What follows belongs to an exercise in optimizing a design on an open flow for small area, a short achievable clock period and few clock cycles; a production flow would make more cautious choices.
Where RTL was checked, it was by simulation tests only, not by an equivalence proof against the original.

==> flow/design.v <==
module mdu_top(
    input           clk,
    input           rst_n,
    input           in_valid,
    input           in_div,
    input  [1:0]    in_signed,
    input  [63:0]   a,
    input  [63:0]   b,
    output          in_ready,
    output          out_valid,
    output [63:0]   out_hi,
    output [63:0]   out_lo
);
    reg         busy;
    reg         ov;
    reg         isdiv;
    reg         swap;       
    reg         rneg;       
    reg         dsub;       
    reg         qneg;       
    reg [4:0]   cnt;
    reg         align;      
    reg [63:0]  H;
    reg [6:0]   TZ;         
    reg [63:0]  L;
    reg [65:0]  X;
    reg [11:0]  DG;         
    reg [1:0]   KR;         
    assign in_ready  = !busy;
    assign out_valid = ov;
    wire start = in_valid && !busy;
    wire        sa = in_signed[1] & a[63];
    wire        sb = (in_div ? in_signed[1] : in_signed[0]) & b[63];
    wire [6:0]  bla, blb;      
    lzc64 u_lza(.x(a ^ {64{sa}}), .bl(bla));
    lzc64 u_lzb(.x(b ^ {64{sb}}), .bl(blb));
    wire [63:0] am = a ^ {64{sa}};
    wire [63:0] bm = b ^ {64{sb}};
    wire [8:0]  ta, tb;
    assign ta[0] = 1'b1;
    assign tb[0] = 1'b1;
    genvar gg;
    generate
        for (gg = 1; gg <= 8; gg = gg + 1) begin : therm
            assign ta[gg] = |am[63:8*gg-1];
            assign tb[gg] = |bm[63:8*gg-1];
        end
    endgenerate
    wire [8:0]  oha = ta & ~{1'b0, ta[8:1]};
    wire [8:0]  ohb = tb & ~{1'b0, tb[8:1]};
    wire        swap_n = |(tb & ~ta);
    wire [72:0] ax     = {{8{sa}}, a, 1'b0};
    wire [72:0] bx     = {{8{sb}}, b, 1'b0};
    reg  [8:0]  ga0, gb0;
    reg  [3:0]  gna, gnb;
    integer k;
    always @(*) begin
        ga0 = 9'd0; gb0 = 9'd0; gna = 4'd0; gnb = 4'd0;
        for (k = 0; k <= 8; k = k + 1) begin
            ga0 = ga0 | ({9{oha[k]}} & ax[8*k +: 9]);
            gb0 = gb0 | ({9{ohb[k]}} & bx[8*k +: 9]);
            gna = gna | ({4{oha[k]}} & k[3:0]);
            gnb = gnb | ({4{ohb[k]}} & k[3:0]);
        end
    end
    wire [72:0] mx     = swap ? ax : bx;
    wire [8:0]  gi     = mx[{cnt[3:0] - 4'd1, 3'b000} +: 9];
    wire [3:0]  g0     = swap_n ? gna : gnb;
    wire [8:0]  grp    = start ? (swap_n ? ga0 : gb0) : gi;
    reg  [11:0] dg_next;
    integer n;
    always @(*) begin
        for (n = 0; n < 4; n = n + 1) begin : enc
            reg y1, y0, ym;
            y1 = grp[2*n+2]; y0 = grp[2*n+1]; ym = grp[2*n];
            dg_next[n]     = y0 ^ ym;
            dg_next[4+n]   = (y1 & ~y0 & ~ym) | (~y1 & y0 & ym);
            dg_next[8+n]   = y1 & ~(y0 & ym);
        end
    end
    wire [65:0] xe = X;
    reg  [73:0] rows [0:3];
    reg  [3:0]  negs;
    integer m;
    always @(*) begin
        for (m = 0; m < 4; m = m + 1) begin : booth
            reg one, two, ng;
            reg [65:0] pp;
            one = DG[m]; two = DG[4+m]; ng = DG[8+m];
            pp  = ({66{one}} & xe) | ({66{two}} & {xe[64:0], 1'b0});
            pp  = pp ^ {66{ng}};
            negs[m] = ng;
            rows[m] = {8'b0, ~pp[65], pp[64:0]} << (2*m);
        end
    end
    localparam [73:0] CB = (74'd1 << 65) + (74'd1 << 67) + (74'd1 << 69) + (74'd1 << 71);
    localparam [73:0] CK = ~CB + 74'd1;
    wire [73:0] accw = {2'b0, L, 8'b0} | {67'b0, negs[3], 1'b0, negs[2], 1'b0, negs[1], 1'b0, negs[0]};
    function [147:0] csa(input [73:0] x, input [73:0] y, input [73:0] z);
        csa = {x ^ y ^ z, ((x & y) | (x & z) | (y & z)) << 1};
    endfunction
    wire [73:0] s1, c1, s2, c2, s3, c3, s4, c4;
    assign {s1, c1} = csa(accw, rows[0], rows[1]);
    assign {s2, c2} = csa(rows[2], rows[3], CK);
    assign {s3, c3} = csa(s1, c1, s2);
    assign {s4, c4} = csa(s3, c3, c2);
    wire [73:0] V = s4 + c4;
    wire [55:0] hk = {H[63:8] + {{54{KR[1]}}, KR}};
    wire [55:0] up = {hk[47:0], H[7:0]};
    wire pa, pb;
    onehot64 u_pa(.v(a ^ {a[62:0], 1'b0}), .oh(pa));
    onehot64 u_pb(.v(b ^ {b[62:0], 1'b0}), .oh(pb));
    wire [6:0] la = bla + {6'b0, sa & pa};
    wire [6:0] lb = blb + {6'b0, sb & pb};
    wire       qz = la < lb;
    wire       q2 = (la <= lb + 7'd1);
    wire       bz = (b == 64'd0);
    wire [6:0] sdiff = la - lb;
    wire [4:0] dcnt = cnt;
    wire [65:0] Xs = (X << {dcnt, 1'b0}) | ({66{dsub}} & ~({66{1'b1}} << {dcnt, 1'b0}));
    wire [63:0] R   = H;
    wire [66:0] r0  = {{3{rneg & R[63]}}, R};
    wire [66:0] xa  = {X[65], X};
    wire [66:0] xb  = {{2{X[65]}}, X[65:1]};
    wire [66:0] t1  = r0 + xa + {66'b0, dsub};
    wire [66:0] t2b = r0 + xb + {66'b0, dsub};
    wire [66:0] cs_s = r0 ^ xa ^ xb;
    wire [66:0] cs_c = {(r0[65:0] & xa[65:0]) | (r0[65:0] & xb[65:0]) | (xa[65:0] & xb[65:0]), dsub};
    wire [66:0] t2a = cs_s + cs_c + {66'b0, dsub};
    function zsum(input [66:0] p, input [66:0] q, input c);
        zsum = c ? &(p ^ q) : ((p ^ q) == {p[65:0] | q[65:0], 1'b0});
    endfunction
    wire z1   = zsum(r0, xa, dsub);
    wire z2a  = zsum(cs_s, cs_c, dsub);
    wire z2b  = zsum(r0, xb, dsub);
    wire ok1  = rneg ? (t1[66]  | z1)  : ~t1[66];
    wire ok2a = rneg ? (t2a[66] | z2a) : ~t2a[66];
    wire ok2b = rneg ? (t2b[66] | z2b) : ~t2b[66];
    wire ok2  = ok1 ? ok2a : ok2b;
    always @(posedge clk) begin
        if (!rst_n) begin
            busy <= 1'b0;
            ov   <= 1'b0;
        end else if (start) begin
            busy <= 1'b1;
            ov   <= in_div & (bz | qz);
        end else if (ov) begin
            busy <= 1'b0;
            ov   <= 1'b0;
        end else if (busy) begin
            ov   <= (cnt == 5'd0) & ~align;
        end
    end
    always @(posedge clk) begin
        if (start) begin
            isdiv <= in_div;
            swap  <= swap_n;
            rneg  <= sa;
            dsub  <= ~(sa ^ sb);
            qneg  <= in_div & (sa ^ sb) & ~bz & ~qz;
        end
    end
    always @(posedge clk) begin
        DG <= dg_next;
        if (start) begin
            if (in_div) begin
                H   <= a;
                KR  <= 2'b00;
                TZ  <= 7'd64;
                L   <= bz ? (sa ? 64'd1 : {64{1'b1}}) : 64'd0;
                X   <= {sb, b, 1'b0} ^ {66{~(sa ^ sb)}};
                align <= ~(bz | q2);
                cnt   <= sdiff[5:1];
            end else begin
                H   <= 64'd0;
                KR  <= 2'b00;
                L   <= 64'd0;
                X   <= swap_n ? {{2{sb}}, b} : {{2{sa}}, a};
                align <= 1'b0;
                cnt <= {1'b0, g0};
            end
        end else if (align) begin
            align <= 1'b0;
            X     <= Xs;
        end else begin
            cnt <= cnt - 5'd1;
            if (isdiv) begin
                H  <= ok2 ? (ok1 ? t2a[63:0] : t2b[63:0]) : (ok1 ? t1[63:0] : R);
                KR <= 2'b00;
                L  <= {L[61:0], ok1, ok2};
                TZ <= ok2 ? 7'd0 : ok1 ? 7'd1 : (TZ[6] ? TZ : TZ + 7'd2);
                X <= {{2{X[65]}}, X[65:2]};
            end else begin
                H  <= {up, V[71:64]};
                KR <= V[73:72];
                L <= V[63:0];
            end
        end
    end
    wire [63:0] above = ({64{1'b1}} << TZ[5:0]) << 1;
    assign out_hi = {hk, H[7:0]};
    assign out_lo = L ^ ({64{qneg & ~TZ[6]}} & above);
endmodule
module lzc64(input [63:0] x, output [6:0] bl);
    wire [31:0] v1; wire [31:0] c1;
    wire [15:0] v2; wire [31:0] c2;
    wire [7:0]  v3; wire [23:0] c3;
    wire [3:0]  v4; wire [15:0] c4;
    wire [1:0]  v5; wire [9:0]  c5;
    wire        v6; wire [5:0]  c6;
    genvar i;
    generate
        for (i = 0; i < 32; i = i + 1) begin : l1
            assign v1[i] = x[2*i+1] | x[2*i];
            assign c1[i] = x[2*i+1];
        end
        for (i = 0; i < 16; i = i + 1) begin : l2
            assign v2[i] = v1[2*i+1] | v1[2*i];
            assign c2[2*i +: 2] = v1[2*i+1] ? {1'b1, c1[2*i+1]} : {1'b0, c1[2*i]};
        end
        for (i = 0; i < 8; i = i + 1) begin : l3
            assign v3[i] = v2[2*i+1] | v2[2*i];
            assign c3[3*i +: 3] = v2[2*i+1] ? {1'b1, c2[2*(2*i+1) +: 2]} : {1'b0, c2[2*(2*i) +: 2]};
        end
        for (i = 0; i < 4; i = i + 1) begin : l4
            assign v4[i] = v3[2*i+1] | v3[2*i];
            assign c4[4*i +: 4] = v3[2*i+1] ? {1'b1, c3[3*(2*i+1) +: 3]} : {1'b0, c3[3*(2*i) +: 3]};
        end
        for (i = 0; i < 2; i = i + 1) begin : l5
            assign v5[i] = v4[2*i+1] | v4[2*i];
            assign c5[5*i +: 5] = v4[2*i+1] ? {1'b1, c4[4*(2*i+1) +: 4]} : {1'b0, c4[4*(2*i) +: 4]};
        end
    endgenerate
    assign v6 = v5[1] | v5[0];
    assign c6 = v5[1] ? {1'b1, c5[9:5]} : {1'b0, c5[4:0]};
    assign bl = v6 ? ({1'b0, c6} + 7'd1) : 7'd0;
endmodule
module onehot64(input [63:0] v, output oh);
    wire [31:0] a1, m1; wire [15:0] a2, m2; wire [7:0] a3, m3;
    wire [3:0] a4, m4; wire [1:0] a5, m5;
    genvar i;
    generate
        for (i = 0; i < 32; i = i + 1) begin : l1
            assign a1[i] = v[2*i] | v[2*i+1];
            assign m1[i] = v[2*i] & v[2*i+1];
        end
        for (i = 0; i < 16; i = i + 1) begin : l2
            assign a2[i] = a1[2*i] | a1[2*i+1];
            assign m2[i] = m1[2*i] | m1[2*i+1] | (a1[2*i] & a1[2*i+1]);
        end
        for (i = 0; i < 8; i = i + 1) begin : l3
            assign a3[i] = a2[2*i] | a2[2*i+1];
            assign m3[i] = m2[2*i] | m2[2*i+1] | (a2[2*i] & a2[2*i+1]);
        end
        for (i = 0; i < 4; i = i + 1) begin : l4
            assign a4[i] = a3[2*i] | a3[2*i+1];
            assign m4[i] = m3[2*i] | m3[2*i+1] | (a3[2*i] & a3[2*i+1]);
        end
        for (i = 0; i < 2; i = i + 1) begin : l5
            assign a5[i] = a4[2*i] | a4[2*i+1];
            assign m5[i] = m4[2*i] | m4[2*i+1] | (a4[2*i] & a4[2*i+1]);
        end
    endgenerate
    assign oh = (a5[0] | a5[1]) & ~(m5[0] | m5[1] | (a5[0] & a5[1]));
endmodule
clock: 7.0 ns
lec_check: 0
cap_margin: 20
core_margin: 2
core_utilization: 40
place_density: 0.6
slew_margin: 20
run.sh (not shown) runs the stock make flow with config.mk's settings and CLKGATE_MAP_FILE= SYNTH_SCRIPT=/design/flow/synth_recipe.tcl, a recipe that flattens the netlist after the stock synthesis.
Testbench counts at the start, summed over its fixed seeds: cycles 35,761.
Rerun with:
--- a/flow/design.v
+++ b/flow/design.v
@@ -21,5 +21,9 @@
     reg [4:0]   cnt;
     reg         align;      
+    reg [6:0]   LA;
+    reg [6:0]   LB;
     reg [63:0]  H;
+    reg [63:0]  HB;         
+    reg         F;          
     reg [6:0]   TZ;         
     reg [63:0]  L;
@@ -114,10 +118,9 @@
     wire [6:0] lb = blb + {6'b0, sb & pb};
     wire       qz = la < lb;
-    wire       q2 = (la <= lb + 7'd1);
     wire       bz = (b == 64'd0);
-    wire [6:0] sdiff = la - lb;
-    wire [4:0] dcnt = cnt;
+    wire [6:0] sdiff = LA - LB;
+    wire [4:0] dcnt = sdiff[5:1];
     wire [65:0] Xs = (X << {dcnt, 1'b0}) | ({66{dsub}} & ~({66{1'b1}} << {dcnt, 1'b0}));
-    wire [63:0] R   = H;
+    wire [63:0] R   = F ? H : HB;
     wire [66:0] r0  = {{3{rneg & R[63]}}, R};
     wire [66:0] xa  = {X[65], X};
@@ -128,13 +131,7 @@
     wire [66:0] cs_c = {(r0[65:0] & xa[65:0]) | (r0[65:0] & xb[65:0]) | (xa[65:0] & xb[65:0]), dsub};
     wire [66:0] t2a = cs_s + cs_c + {66'b0, dsub};
-    function zsum(input [66:0] p, input [66:0] q, input c);
-        zsum = c ? &(p ^ q) : ((p ^ q) == {p[65:0] | q[65:0], 1'b0});
-    endfunction
-    wire z1   = zsum(r0, xa, dsub);
-    wire z2a  = zsum(cs_s, cs_c, dsub);
-    wire z2b  = zsum(r0, xb, dsub);
-    wire ok1  = rneg ? (t1[66]  | z1)  : ~t1[66];
-    wire ok2a = rneg ? (t2a[66] | z2a) : ~t2a[66];
-    wire ok2b = rneg ? (t2b[66] | z2b) : ~t2b[66];
+    wire ok1  = rneg ? (t1[66]  | (t1  == 67'd0)) : ~t1[66];
+    wire ok2a = rneg ? (t2a[66] | (t2a == 67'd0)) : ~t2a[66];
+    wire ok2b = rneg ? (t2b[66] | (t2b == 67'd0)) : ~t2b[66];
     wire ok2  = ok1 ? ok2a : ok2b;
     always @(posedge clk) begin
@@ -167,12 +164,15 @@
                 H   <= a;
                 KR  <= 2'b00;
+                F   <= 1'b1;
                 TZ  <= 7'd64;
                 L   <= bz ? (sa ? 64'd1 : {64{1'b1}}) : 64'd0;
                 X   <= {sb, b, 1'b0} ^ {66{~(sa ^ sb)}};
-                align <= ~(bz | q2);
-                cnt   <= sdiff[5:1];
+                LA  <= la;
+                LB  <= lb;
+                align <= ~(bz | qz);
             end else begin
                 H   <= 64'd0;
                 KR  <= 2'b00;
+                F   <= 1'b1;
                 L   <= 64'd0;
                 X   <= swap_n ? {{2{sb}}, b} : {{2{sa}}, a};
@@ -182,10 +182,13 @@
         end else if (align) begin
             align <= 1'b0;
+            cnt   <= dcnt;
             X     <= Xs;
         end else begin
             cnt <= cnt - 5'd1;
             if (isdiv) begin
-                H  <= ok2 ? (ok1 ? t2a[63:0] : t2b[63:0]) : (ok1 ? t1[63:0] : R);
+                H  <= ok1 ? t2a[63:0] : t2b[63:0];
                 KR <= 2'b00;
+                HB <= ok1 ? t1[63:0] : R;
+                F  <= ok2;
                 L  <= {L[61:0], ok1, ok2};
                 TZ <= ok2 ? 7'd0 : ok1 ? 7'd1 : (TZ[6] ? TZ : TZ + 7'd2);
@@ -199,5 +202,5 @@
     end
     wire [63:0] above = ({64{1'b1}} << TZ[5:0]) << 1;
-    assign out_hi = {hk, H[7:0]};
+    assign out_hi = F ? {hk, H[7:0]} : HB;
     assign out_lo = L ^ ({64{qneg & ~TZ[6]}} & above);
 endmodule
The new run finished with negative setup slack left. Setup slack is worse by 0.17 ns. Clock skew went up by 0.0042 ns. Utilization grows by 2.0 points. Sequential share of layout area increases by 2.1 points. Die area climbs by 5.2%. First-iteration DRC count is higher by 11%. Maximum frequency decreases by 2.5%. Synthesized cell count is higher by 4.7%. Area after synthesis goes up by 5.3%.
Only the layout flow was run in the second run of this note; the RTL was not checked for function there.

afterwards: timing with drivers on the ports:
No port has a modelled driver above. Below, the same layouts with a new extraction and two added sets of constraints.
Step 1 sets driving cells, clkbuf_16 on the clock port and buf_2 on the other inputs (assumed; they add their load-dependent delay and slew).
Step 2, shift: input delay + t, output delay - t, t = (earliest + latest rising clock arrival at the registers) / 2. This alone moves slack from input paths to output paths.
a / b / c = ideal ports / drivers / drivers and shift; a / b = the first two.
run	t, ns	setup WS [ns]	worst setup path after step 2	latest minus earliest clock arrival (ns)	slew at the worst register clock pin (ns)
the first run	0.693	0.152 / 0.077 / -0.298	input to register	0.064 / 0.064	0.08 / 0.08
the second run	0.752	-0.022 / -0.022 / -0.234	input to register	0.069 / 0.069	0.07 / 0.07
With both steps, setup timing fails in the first run, where it was met with ideal ports. The setup slack of the first run, which loses most, moves by -0.075 ns with the drivers and by -0.450 ns with both steps.
